From an optimization exercise on the open Yosys and OpenROAD flow, aimed at a short achievable clock period and few clock cycles; shortcuts taken in it are not production practice.
Only simulation tests tie the RTL to the original design; equivalence was not proved.

==> inputs of try-xenon <==
Design xmega, start of the top module:
module xmega #(
	parameter PLATFORM = "XILINX",
	parameter  [10 - 1:0]CORE_TYPE = 10'b0111111111,
	parameter ROM_ADDR_WIDTH = 10,
	parameter RAM_ADDR_WIDTH = 14,
	parameter WATCHDOG_CNT_WIDTH = 0,
	parameter VECTOR_INT_TABLE_SIZE = 0
	)(
	input rst,
	input clk,
	output reg[ROM_ADDR_WIDTH - 1:0]pgm_addr,
	input [15:0]pgm_data,
	output reg [RAM_ADDR_WIDTH - 1:0]data_addr,
	output reg [7:0]data_out,
	output reg data_write,
	input [7:0]data_in,
	output reg data_read,
	output reg [5:0]io_addr,
	output reg [7:0]io_out,
	output reg io_write,
	input [7:0]io_in,
	output reg io_read
    );
Settings: LEC_CHECK=0, CAP_MARGIN=30, CORE_MARGIN=2, CORE_UTILIZATION=40, SLEW_MARGIN=30; clock period 14.0 ns.
standard.sh (not shown) runs the stock make flow with config.mk's settings and CLKGATE_MAP_FILE= SYNTH_SCRIPT=/design/flow/synth_recipe.tcl, a recipe that flattens the netlist after the stock synthesis.
==> flow/flow/run.sh <==
#!/bin/bash
# Standard layout (the standard.sh: ORFS synthesis through finish) with a larger
# setup-slack margin for ORFS's timing repair, so that repair keeps improving paths
# that already meet the design's clock period. The SDC and every other setting are
# the standard ones. Each tool's output is in orfs/logs/; make's output in flow_make.log.
set -uo pipefail
MARGIN=$(cat flow/margin.txt 2>/dev/null || echo 8)
bash standard.sh SETUP_SLACK_MARGIN=$MARGIN finish > flow_make.log 2>&1
rc=$?
tail -50 flow_make.log
exit $rc
==> flow/flow/margin.txt <==
10
==> try-raven: changes against try-xenon <==
--- a/flow/design.v
+++ b/flow/design.v
@@ -95,50 +95,17 @@
 	bl = a;
 	bl[inst[2:0]] = sreg_in[FT];
 end
 wire [7:0] sh = {(i_asr ? a[7] : i_ror ? cin : 1'b0), a[7:1]};
 wire sh0 = (sh == 8'h00);
-wire c_ar = a_add | s_rr | s_ri | i_inc | i_dec | i_neg;
-wire c_lg = i_and | i_eor | i_or | i_ori | i_andi | i_com;
-wire c_sh = i_asr | i_lsr | i_ror;
-wire c_w16 = i_adiw | i_sbiw;
-wire c_mul = i_mul | i_muls | i_mulsu | i_fmul | i_fmuls | i_fmulsu;
-reg [15:0] mul_rd;
-always @*
-begin
-	mul_rd = 16'h0000;
-	if(i_mul)
-		mul_rd = mul_in;
-	if(i_muls)
-		case({a[7], b[7]})
-		2'b00: mul_rd = mul_in;
-		2'b10, 2'b01: mul_rd = {~mul_in[15:8], mul_in[7:0]};
-		default: mul_rd = {1'b0, 7'h00 - mul_in[14:8], mul_in[7:0]};
-		endcase
-	if(i_mulsu)
-		mul_rd = {(a[7] ? ~mul_in[15:8] : mul_in[15:8]), mul_in[7:0]};
-	if(i_fmul)
-		mul_rd = {mul_in[14:0], 1'b0};
-	if(i_fmuls)
-		case({a[7], b[7]})
-		2'b00: mul_rd = {mul_in[14:8], mul_in[7:0], 1'b0};
-		2'b10, 2'b01: mul_rd = {~mul_in[14:8], mul_in[7:0], 1'b0};
-		default: mul_rd = {7'h00 - mul_in[14:8], mul_in[7:0], 1'b0};
-		endcase
-	if(i_fmulsu)
-		mul_rd = {(a[7] ? ~mul_in[14:8] : mul_in[14:8]), mul_in[7:0], 1'b0};
-end
-always @*
-	rd = ({16{c_ar}} & {8'h00, r}) | ({16{c_lg}} & {8'h00, lg}) | ({16{c_sh}} & {8'h00, sh}) |
-	     ({16{i_swap}} & {8'h00, a[3:0], a[7:4]}) | ({16{i_ldi}} & {8'h00, k}) |
-	     ({16{i_mov | i_movw}} & rs2) | ({16{i_bld}} & {8'h00, bl}) | ({16{c_w16}} & w16[15:0]) |
-	     ({16{c_mul}} & mul_rd);
 always @*
 begin
 	sreg_out = sreg_in;
-	if(c_ar)
+	rd = 16'h0000;
+	if(a_add | s_rr | s_ri | i_inc | i_dec | i_neg)
 	begin
+		rd[7:0] = r;
 		sreg_out[FN] = r[7];
 		sreg_out[FZ] = ((i_sbc | i_cpc | i_sbci) ? sreg_in[FZ] : 1'b1) & r0;
 		if(~i_inc & ~i_dec) sreg_out[FC] = (s_rr | s_ri | i_neg) ? ~co : co;
 		if(i_inc) sreg_out[FC] = co;
 		if(i_dec) sreg_out[FC] = ~co;
@@ -171,17 +138,19 @@
 		if(i_inc | i_dec)
 		begin
 			sreg_out[FV] = (r == 8'h7F); sreg_out[FS] = r[7] ^ (r == 8'h7F);
 		end
 	end
-	if(c_lg)
+	if(i_and | i_eor | i_or | i_ori | i_andi | i_com)
 	begin
+		rd[7:0] = lg;
 		if(i_com) sreg_out[FC] = 1'b1;
 		sreg_out[FV] = 1'b0; sreg_out[FN] = lg[7]; sreg_out[FS] = lg[7]; sreg_out[FZ] = lg0;
 	end
-	if(c_sh)
+	if(i_asr | i_lsr | i_ror)
 	begin
+		rd[7:0] = sh;
 		sreg_out[FC] = a[0];
 		sreg_out[FZ] = sh0;
 		if(i_asr)
 		begin
 			sreg_out[FV] = 1'b0; sreg_out[FN] = sh[7]; sreg_out[FS] = sh[7];
@@ -189,22 +158,47 @@
 		else
 		begin
 			sreg_out[FH] = a[3]; sreg_out[FN] = 1'b0; sreg_out[FV] = a[0]; sreg_out[FS] = a[0];
 		end
 	end
+	if(i_swap) rd[7:0] = {a[3:0], a[7:4]};
+	if(i_ldi) rd[7:0] = k;
+	if(i_mov | i_movw) rd = rs2;
+	if(i_bld) rd[7:0] = bl;
 	if(i_bst) sreg_out[FT] = a[inst[2:0]];
 	if(i_sex) sreg_out[inst[6:4]] = ~inst[7];
-	if(c_w16)
+	if(i_adiw | i_sbiw)
 	begin
+		rd = w16[15:0];
 		sreg_out[FC] = w16[16]; sreg_out[FV] = w16[16];
 		sreg_out[FN] = w16[15]; sreg_out[FS] = w16[15] ^ w16[16];
 		sreg_out[FZ] = (w16[15:0] == 16'h0000);
 	end
-	if(c_mul)
+	if(i_mul)
+		rd = mul_in;
+	if(i_muls)
+		case({a[7], b[7]})
+		2'b00: rd = mul_in;
+		2'b10, 2'b01: rd = {~mul_in[15:8], mul_in[7:0]};
+		default: rd = {1'b0, 7'h00 - mul_in[14:8], mul_in[7:0]};
+		endcase
+	if(i_mulsu)
+		rd = {(a[7] ? ~mul_in[15:8] : mul_in[15:8]), mul_in[7:0]};
+	if(i_fmul)
+		rd = {mul_in[14:0], 1'b0};
+	if(i_fmuls)
+		case({a[7], b[7]})
+		2'b00: rd = {mul_in[14:8], mul_in[7:0], 1'b0};
+		2'b10, 2'b01: rd = {~mul_in[14:8], mul_in[7:0], 1'b0};
+		default: rd = {7'h00 - mul_in[14:8], mul_in[7:0], 1'b0};
+		endcase
+	if(i_fmulsu)
+		rd = {(a[7] ? ~mul_in[14:8] : mul_in[14:8]), mul_in[7:0], 1'b0};
+	if(i_mul | i_muls | i_mulsu | i_fmul | i_fmuls | i_fmulsu)
 	begin
-		sreg_out[FC] = mul_rd[15];
-		sreg_out[FZ] = (mul_rd == 16'h0000);
+		sreg_out[FC] = rd[15];
+		sreg_out[FZ] = (rd == 16'h0000);
 	end
 end
 endmodule
 module xmega_alu_dec (
 	input [15:0] inst,
@@ -417,13 +411,10 @@
 reg [AW-1:0] rtgt;	 
 reg [4:0] ra, rb, wa;
 reg [31:0] ra_oh, rb_oh;
 reg [15:0] ra_ph, rb_ph;
 reg r_dredir;		 
-reg r_jdone;		 
-reg [AW-1:0] rpa;	 
-reg [AW-1:0] pred_t;	 
 reg [15:0] rw2;		 
 reg rw2v;
 reg xv;
 reg [15:0] xi;
 reg [2:0] xs;
@@ -488,14 +479,16 @@
 	.c_icall(x_icall), .c_ret(x_ret), .c_cpse(x_cpse), .c_sbrx(x_sbrx), .c_in(x_in), .c_out(x_out), .c_cbi(x_cbi),
 	.c_2w(x_2w), .c_pidx(x_pidx));
 wire d_muls  = (w[15:8] == 8'b00000010);
 wire d_mulsu = (w[15:8] == 8'b00000011);
 wire d_imm   = (w[15:12] == 4'b0011) | d_imm_we;
-wire d_redir = d_ret | (d_rjmp | d_rcall | (d_br & w[9])) & pa_pred;
+wire d_redir = d_rjmp | d_rcall | (d_br & w[9]) | d_ret;
 wire d_ptr   = d_ldp | d_stp | d_ldd | d_std | d_lpmz | d_lpm0 | d_ijmp | d_icall;
-wire d_rel = d_rjmp | d_rcall | (d_br & w[9]);
-wire [AW-1:0] dtgt = d_ret ? ras0 : pred_t;
+wire [AW-1:0] tgt_br, tgt_rj;
+xmega_add #(.N(AW)) add_br(.a(pa1), .b({{(AW-6){w[9]}}, w[8:3]}), .s(tgt_br));
+xmega_add #(.N(AW)) add_rj(.a(pa1), .b(w[AW-1:0]), .s(tgt_rj));
+wire [AW-1:0] dtgt = d_ret ? ras0 : d_br ? tgt_br : tgt_rj;
 reg [4:0] d_ra, d_rb, d_wa;
 always @*
 begin
 	d_ra = w[8:4];
 	d_rb = {w[9], w[3:0]};
@@ -602,14 +595,10 @@
 wire r_needw2 = rv & r_2w & ~rw2v;
 wire rgo = rv & ~rhaz & ~r_needw2;
 wire xen = rgo & xacc;			 
 wire xcons = xen & ~skip & ~xredir;	 
 wire r_jc = r_jmp | r_call;
-wire r_rel = r_rjmp | r_rcall | (r_br & ri[9]);
-wire [AW-1:0] r_off = r_br ? {{(AW-6){ri[9]}}, ri[8:3]} : ri[AW-1:0];
-wire [AW-1:0] r_jtgt = rpc1 + r_off;
-wire r_fire = rv & r_rel & (~r_jdone | (rtgt != r_jtgt)) & ~xredir;
 wire [39:0] r_ctl;
 xmega_alu_dec alu_dec_r(.inst(ri), .ctl(r_ctl));
 wire x_nf = ~xv | (xi[15:10] == 6'b001011) | x_movw | (xi[15:12] == 4'b1110) | x_ldp | x_stp | x_ldd | x_std | x_push | x_pop | x_lds | x_sts |
             x_in | (x_out & (x_ioa != 6'h3F)) | x_cbi | x_bld | x_lpmz | x_lpm0 | x_rjmp | x_rcall | x_br |
             x_jmp | x_call | x_ijmp | x_icall | (xi == 16'h0000);
@@ -617,31 +606,30 @@
 wire r_zdec = x_dec & (ri[2:0] == 3'd1);
 wire r_flag = r_zdec ? (opA_lo == 8'h01) : SREG[ri[2:0]];
 wire r_known = x_nf | r_zdec;
 wire r_resolve = xen & r_br & r_known & ~xr_br & ~xr_z;
 wire rr_redir = r_resolve & (ri[9] ? (r_flag != ~ri[10]) : (r_flag == ~ri[10]));
-wire [AW-1:0] rr_target = ri[9] ? rpc1 : r_jtgt;
+wire [AW-1:0] rr_target = ri[9] ? rpc1 : rtgt;
 wire pvalid = rsync | ~first;
 wire dv0 = pvalid & (pa == ea);
 wire ren = dv0 & ~r_needw2 & (~rv | (xacc & ~rhaz));	 
-wire dcons = ren & ~xredir & ~rr_redir & ~r_fire;	 
+wire dcons = ren & ~xredir & ~rr_redir;		 
 wire w2cap = dv0 & r_needw2 & ~xredir;	 
 wire [AW-1:0] fa = pgm_addr;
 wire [AW-1:0] fa_inc = fa + 1'b1;
 wire lpm_fetch = xv & (x_lpmz | x_lpm0) & (xs == 3'd0);
 wire [3:0] bhit = bv & {btag3 == fa, btag2 == fa, btag1 == fa, btag0 == fa};
 wire btb_hit = |bhit;
 wire [AW-1:0] btb_t = ({AW{bhit[0]}} & btgt0) | ({AW{bhit[1]}} & btgt1) | ({AW{bhit[2]}} & btgt2) | ({AW{bhit[3]}} & btgt3);
 wire d_jump = dcons & d_redir & ~pa_pred;	 
-wire btb_ins = r_fire & ~rr_redir;
+wire btb_ins = d_jump & ~d_ret;
 reg [AW-1:0] ea_o;
 reg eq_n;
 always @*
 begin
 	if(xredir) begin ea_o = xtarget; eq_n = 1'b0; end
 	else if(rr_redir) begin ea_o = rr_target; eq_n = 1'b0; end
-	else if(r_fire) begin ea_o = r_jtgt; eq_n = 1'b0; end
 	else if(dcons) begin ea_o = pa1; eq_n = d_redir ? pa_pred : (fa == pa1); end
 	else if(w2cap) begin ea_o = r_jc ? w[AW-1:0] : pa1; eq_n = (fa == pa1); end
 	else begin ea_o = ea; eq_n = (fa == ea); end
 end
 wire d_tgt_sel = dcons & d_redir;
@@ -689,13 +677,10 @@
 		rpc1 <= {AW{1'b0}};
 		rtgt <= {AW{1'b0}};
 		ra <= 5'd0; rb <= 5'd0; wa <= 5'd0;
 		ra_oh <= 32'd1; rb_oh <= 32'd1; ra_ph <= 16'd1; rb_ph <= 16'd1;
 		r_dredir <= 1'b0;
-		r_jdone <= 1'b0;
-		rpa <= {AW{1'b0}};
-		pred_t <= {AW{1'b0}};
 		rw2 <= 16'h0000;
 		rw2v <= 1'b0;
 		xv <= 1'b0;
 		xi <= 16'h0000;
 		xs <= 3'd0;
@@ -738,28 +723,26 @@
 		pa_pred <= 1'b0;
 		if(d_tgt_sel & ~lpm_fetch & ~(pa_pred & acc_pred)) pgm_addr <= dtgt;
 		else if(lpm_fetch) pgm_addr <= ptr[AW:1];
 		else if(xredir) pgm_addr <= xtarget;
 		else if(rr_redir) pgm_addr <= rr_target;
-		else if(r_fire) pgm_addr <= r_jtgt;
 		else if(w2cap & r_jc) pgm_addr <= w[AW-1:0];
 		else if(eq_n & acc_pred)
 		begin
 			pgm_addr <= btb_hit ? btb_t : fa_inc;
 			pa_pred <= btb_hit;
-			pred_t <= btb_t;
 		end
 		else pgm_addr <= ea_o;
 		if(btb_ins)
 		begin
 			bv[bptr] <= 1'b1;
 			bptr <= bptr + 2'd1;
 			case(bptr)
-			2'd0: begin btag0 <= rpa; btgt0 <= r_jtgt; end
-			2'd1: begin btag1 <= rpa; btgt1 <= r_jtgt; end
-			2'd2: begin btag2 <= rpa; btgt2 <= r_jtgt; end
-			default: begin btag3 <= rpa; btgt3 <= r_jtgt; end
+			2'd0: begin btag0 <= pa; btgt0 <= dtgt; end
+			2'd1: begin btag1 <= pa; btgt1 <= dtgt; end
+			2'd2: begin btag2 <= pa; btgt2 <= dtgt; end
+			default: begin btag3 <= pa; btgt3 <= dtgt; end
 			endcase
 		end
 		pa <= pgm_addr;
 		pa1 <= fa_inc;
 		data_write <= 1'b0;
@@ -860,11 +843,11 @@
 		begin
 			xv <= xcons;
 			xi <= ri;
 			xs <= 3'd0;
 			xpc1 <= rpc1;
-			xtgt <= r_ret ? rtgt : r_jtgt;
+			xtgt <= rtgt;
 			xret <= r_call ? rpc1 + 1'b1 : rpc1;
 			xwa <= wa;
 			xeq <= (ra == rb);
 			xctl <= r_ctl;
 			xbr_done <= r_resolve;
@@ -886,15 +869,10 @@
 				io_read <= 1'b1;
 			end
 		end
 		else if(xacc)
 			xv <= 1'b0;
-		if(r_fire)
-		begin
-			r_jdone <= 1'b1;
-			rtgt <= r_jtgt;
-		end
 		if(w2cap)
 		begin
 			rw2 <= w;
 			rw2v <= 1'b1;
 		end
@@ -902,16 +880,14 @@
 		begin
 			rv <= dcons;
 			ri <= w;
 			rpc1 <= pa1;
 			rtgt <= dtgt;
-			rpa <= pa;
-			r_jdone <= pa_pred;
 			ra <= d_ra; rb <= d_rb; wa <= d_wa;
 			ra_oh <= 32'd1 << d_ra; rb_oh <= 32'd1 << d_rb;
 			ra_ph <= 16'd1 << d_ra[4:1]; rb_ph <= 16'd1 << d_rb[4:1];
-			r_dredir <= d_ret | d_rel;
+			r_dredir <= d_redir;
 			rw2v <= 1'b0;
 		end
 		else if(xcons | squash | xredir)
 		begin
 			rv <= 1'b0;
CORE_UTILIZATION = 30   (was 40)
==> metrics.sh <==
CLKBUF_COUNT=139
NUMBER_OF_ANTENNA_VIOLATIONS_AT_THE_FIRST_CHECK_IN_GLOBAL_ROUTING=25
GRT_MAX_DEGREE=83
SYN-INSTANCE-COUNT=7522
SYNTH.AREA.TOP_CELLS='dfrtp_1 (27%), edfxtp_1 (12%), nand2_1 (6.8%)'
MULTI_INPUT_GATES=5742
CLK-INSERTION-DELAY-LATE_NS=0.79
POWER.COMBINATIONAL.FRACTION_PCT=72.0
PLACE.DETAILED.INSTANCES=9171
FINALINSTANCEAREA_MM2=0.0845
IR_DROP_mV=0.763
MET1WIRELENGTH_MM=144
CRITICAL_PATH_SOURCE='xi[1]'
MUX_SHARE_OF_POST_SYNTHESIS_CELL_AREA_PCT=6.76
SYNTH.LIB_CELLS_USED.DISTINCT=113
OUTCOME='finished clean'
# the run above: try-xenon

==> metrics.sh <==
OUTCOME='finished clean'
GRT_MAX_DEGREE=181
CRITICAL_PATH_SOURCE='xctl[2]'
SYNTH.LIB_CELLS_USED.DISTINCT=103
SYNTH.AREA.TOP_CELLS='dfrtp_1 (26%), edfxtp_1 (12%), nand2_1 (6.5%)'
CLK-INSERTION-DELAY-LATE_NS=0.81
IR_DROP_mV=0.597
MULTI_INPUT_GATES=5717
CLKBUF_COUNT=138
POWER.COMBINATIONAL.FRACTION_PCT=69.6
PLACE.DETAILED.INSTANCES=9848
FINALINSTANCEAREA_MM2=0.0810
MUX_SHARE_OF_POST_SYNTHESIS_CELL_AREA_PCT=5.52
DETAILROUTE.VIA_COUNT=67800
SYN-INSTANCE-COUNT=7490
LAYOUT_SETUP_WS_NS=8.82
# the run above: try-raven

Testbench counts of try-xenon, summed over its fixed seeds: cycles 108,062.
Testbench counts of try-raven, summed over its fixed seeds: cycles 106,822.

==> re-timing with driven ports <==
The results above use ideal ports. As a check the final layouts listed here were re-extracted and re-timed, cells and wires unchanged.
Step 1 assumes that a clkbuf_16 drives the clock port and a buf_2 every other input.
Step 2 also shifts input and output timing later by t, the mid clock arrival at the registers, as if the neighbouring blocks saw the same clock.
a / b / c = ideal / step 1 / step 2; a / b = the first two.
run | t (ns) | slack for setup (ns) | slew at the worst register clock pin (ns) | cell pins on the clock port's net
try-xenon | 0.857 | 8.852 / 8.852 / 8.135 | 0.08 / 0.08 | 1
try-raven | 0.859 | 8.820 / 8.820 / 8.263 | 0.08 / 0.08 | 1
After both steps setup and hold are still met in every run listed. The setup slack of try-xenon, which loses most, moves by 0.000 ns with the drivers and by -0.717 ns with both steps.
